From an optimization exercise on the open Yosys and OpenROAD flow, aimed at small area and few clock cycles; shortcuts taken in it are not production practice. Function was checked by simulation only, so behaviour that the tests miss may differ from the original.

## run a
==> flow/design.v (excerpt) <==
module QR_Engine (
    i_clk,
    i_rst,
    i_trig,
    i_data,
    o_rd_vld,
    o_last_data,
    o_y_hat,
    o_r
);
==> module cordic_pass, before the edit <==
module cordic_pass (
    input              clk,
    input      [11:0]  i_x,
    input      [11:0]  i_y,
    input              i_vec,
    input      [6:0]   i_dir,
    output reg [11:0]  o_x,
    output reg [11:0]  o_y,
    output reg [6:0]   o_dir
);
    wire        c0 = i_vec ? i_x[11] : i_dir[6];
    wire [11:0] x0 = padd(12'd0, i_x ^ {12{c0}}, c0);
    wire [11:0] y0 = padd(12'd0, i_y ^ {12{c0}}, c0);
    wire        d0 = i_vec ? y0[11] : i_dir[0];
    wire [11:0] x1 = padd(x0, y0 ^ {12{d0}}, d0);
    wire [11:0] y1 = padd(y0, x0 ^ {12{~d0}}, ~d0);
    wire        d1 = i_vec ? y1[11] : i_dir[1];
    wire [11:0] y1s = {y1[11], y1[11:1]};
    wire [11:0] x1s = {x1[11], x1[11:1]};
    wire [11:0] x2 = padd(x1, y1s ^ {12{d1}}, d1);
    wire [11:0] y2 = padd(y1, x1s ^ {12{~d1}}, ~d1);
    wire        d2 = i_vec ? y2[11] : i_dir[2];
    wire [11:0] y2s = {{2{y2[11]}}, y2[11:2]};
    wire [11:0] x2s = {{2{x2[11]}}, x2[11:2]};
    wire [11:0] x3 = padd(x2, y2s ^ {12{d2}}, d2);
    wire [11:0] y3 = padd(y2, x2s ^ {12{~d2}}, ~d2);
    reg  [11:0] m_x, m_y;
    reg         m_vec;
    reg  [2:0]  m_rdir;    
    reg  [3:0]  m_dir;     
    always @(posedge clk) begin
        m_x    <= x3;
        m_y    <= y3;
        m_vec  <= i_vec;
        m_rdir <= i_dir[5:3];
        m_dir  <= {c0, d2, d1, d0};
    end
    wire        d3 = m_vec ? m_y[11] : m_rdir[0];
    wire [11:0] y3s = {{3{m_y[11]}}, m_y[11:3]};
    wire [11:0] x3s = {{3{m_x[11]}}, m_x[11:3]};
    wire [11:0] x4 = padd(m_x, y3s ^ {12{d3}}, d3);
    wire [11:0] y4 = padd(m_y, x3s ^ {12{~d3}}, ~d3);
    wire        d4 = m_vec ? y4[11] : m_rdir[1];
    wire [11:0] y4s = {{4{y4[11]}}, y4[11:4]};
    wire [11:0] x4s = {{4{x4[11]}}, x4[11:4]};
    wire [11:0] x5 = padd(x4, y4s ^ {12{d4}}, d4);
    wire [11:0] y5 = padd(y4, x4s ^ {12{~d4}}, ~d4);
    wire        d5 = m_vec ? y5[11] : m_rdir[2];
    wire [11:0] y5s = {{5{y5[11]}}, y5[11:5]};
    wire [11:0] x5s = {{5{x5[11]}}, x5[11:5]};
    wire [11:0] x6 = padd(x5, y5s ^ {12{d5}}, d5);
    wire [11:0] y6 = padd(y5, x5s ^ {12{~d5}}, ~d5);
    wire [11:0] kx = radd({x6[11], x6[11:1]}, {{3{x6[11]}}, x6[11:3]}, 1'b0);
    wire [11:0] ky = radd({y6[11], y6[11:1]}, {{3{y6[11]}}, y6[11:3]}, 1'b0);
    always @(posedge clk) begin
        o_x   <= kx;
        o_y   <= ky;
        o_dir <= {m_dir[3], d5, d4, d3, m_dir[2:0]};
    end
    function [11:0] padd;
        input [11:0] a, b;
        input        c;
        reg [12:0] g, p, g2, p2;
        begin
            g = {a & b, c};
            p = {a ^ b, 1'b0};
            g2 = g; p2 = p;
            g2[1] = g[1] | (p[1] & g[0]); p2[1] = p[1] & p[0];
            g2[3] = g[3] | (p[3] & g[2]); p2[3] = p[3] & p[2];
            g2[5] = g[5] | (p[5] & g[4]); p2[5] = p[5] & p[4];
            g2[7] = g[7] | (p[7] & g[6]); p2[7] = p[7] & p[6];
            g2[9] = g[9] | (p[9] & g[8]); p2[9] = p[9] & p[8];
            g2[11] = g[11] | (p[11] & g[10]); p2[11] = p[11] & p[10];
            g = g2; p = p2;
            g2 = g; p2 = p;
            g2[3] = g[3] | (p[3] & g[1]); p2[3] = p[3] & p[1];
            g2[7] = g[7] | (p[7] & g[5]); p2[7] = p[7] & p[5];
            g2[11] = g[11] | (p[11] & g[9]); p2[11] = p[11] & p[9];
            g = g2; p = p2;
            g2 = g; p2 = p;
            g2[7] = g[7] | (p[7] & g[3]); p2[7] = p[7] & p[3];
            g = g2; p = p2;
            g2 = g; p2 = p;
            g2[11] = g[11] | (p[11] & g[7]); p2[11] = p[11] & p[7];
            g = g2; p = p2;
            g2 = g; p2 = p;
            g2[5] = g[5] | (p[5] & g[3]); p2[5] = p[5] & p[3];
            g2[9] = g[9] | (p[9] & g[7]); p2[9] = p[9] & p[7];
            g = g2; p = p2;
            g2 = g; p2 = p;
            g2[2] = g[2] | (p[2] & g[1]); p2[2] = p[2] & p[1];
            g2[4] = g[4] | (p[4] & g[3]); p2[4] = p[4] & p[3];
            g2[6] = g[6] | (p[6] & g[5]); p2[6] = p[6] & p[5];
            g2[8] = g[8] | (p[8] & g[7]); p2[8] = p[8] & p[7];
            g2[10] = g[10] | (p[10] & g[9]); p2[10] = p[10] & p[9];
            g2[12] = g[12] | (p[12] & g[11]); p2[12] = p[12] & p[11];
            g = g2; p = p2;
            padd = (a ^ b) ^ g[11:0];
        end
    endfunction
    function [11:0] radd;
        input [11:0] a, b;
        input        c;
        integer k;
        reg cc;
        begin
            cc = c;
            for (k = 0; k < 12; k = k + 1) begin
                radd[k] = a[k] ^ b[k] ^ cc;
                cc = (a[k] & b[k]) | (cc & (a[k] ^ b[k]));
            end
        end
    endfunction
endmodule
Settings: LEC_CHECK=0, ABC_AREA=1, CAP_MARGIN=20, CORE_MARGIN=4, CORE_UTILIZATION=50, CTS_CLUSTER_DIAMETER=100, CTS_CLUSTER_SIZE=22, PLACE_DENSITY=0.62, SLEW_MARGIN=20; clock period 10.0 ns.
run.sh (not shown) runs the stock make flow with config.mk's settings and CLKGATE_MAP_FILE= SYNTH_SCRIPT=/design/flow/synth_recipe.tcl, a recipe that flattens the netlist after the stock synthesis.
Testbench counts of run a, summed over its fixed seeds: cycles 10,104.
Modified inputs, run b compared to run a
-- flow/design.v --
<<< run a, line 51
    wire [11:0] x6 = padd(x5, y5s ^ {12{d5}}, d5);
    wire [11:0] y6 = padd(y5, x5s ^ {12{~d5}}, ~d5);
    wire [11:0] kx = radd({x6[11], x6[11:1]}, {{3{x6[11]}}, x6[11:3]}, 1'b0);
    wire [11:0] ky = radd({y6[11], y6[11:1]}, {{3{y6[11]}}, y6[11:3]}, 1'b0);
    always @(posedge clk) begin
        o_x   <= kx;
>>> run b, line 51
    wire [11:0] x6 = padd(x5, y5s ^ {12{d5}}, d5);
    wire [11:0] y6 = padd(y5, x5s ^ {12{~d5}}, ~d5);
    wire [11:0] kx = padd({x6[11], x6[11:1]}, {{3{x6[11]}}, x6[11:3]}, 1'b0);
    wire [11:0] ky = padd({y6[11], y6[11:1]}, {{3{y6[11]}}, y6[11:3]}, 1'b0);
    always @(posedge clk) begin
        o_x   <= kx;
<<< run a, line 97
            g = g2; p = p2;
            padd = (a ^ b) ^ g[11:0];
        end
    endfunction
    function [11:0] radd;
        input [11:0] a, b;
        input        c;
        integer k;
        reg cc;
        begin
            cc = c;
            for (k = 0; k < 12; k = k + 1) begin
                radd[k] = a[k] ^ b[k] ^ cc;
                cc = (a[k] & b[k]) | (cc & (a[k] ^ b[k]));
            end
        end
    endfunction
>>> run b, line 97
            g = g2; p = p2;
            padd = (a ^ b) ^ g[11:0];
        end
    endfunction
- Run b finished every step from synthesis to the final layout, and the layout passed the timing, DRC and antenna checks.
- Looking at run a and run b, the initial cell density of the core is a wash.
- The routed wire length of run a and that of run b are within noise of each other.
- Summary: with run a as the reference, length of routed wiring on met1 in run b moved down by a few percent.
- Sequential fraction of total cell area essentially unchanged between run a and run b.
- Run b vs run a, slowest stage cell on the critical path: dfrtp_4 vs fa_1
Testbench counts of run b, summed over its fixed seeds: cycles 10,104.

==> afterwards: timing with drivers on the ports <==
Ports are ideal in the flow. The routed layouts listed here were re-timed in OpenROAD. Step 1, drivers: a clkbuf_16 drives i_clk and a buf_2 each remaining input, both assumed. Step 2, shift: input delay + t, output delay - t, t = (earliest + latest rising clock arrival at the registers) / 2. This alone moves slack from input paths to output paths. Slacks: ideal ports / drivers / drivers and shift; pairs: ideal ports / drivers.
run | t, ns | slack for setup (ns) | clock arrival spread, ns
run a | 0.846 | 0.550 / 0.550 / 0.550 | 0.072 / 0.072
run b | 0.848 | 0.693 / 0.693 / 0.693 | 0.074 / 0.073
After both steps setup and hold are still met in every run listed.
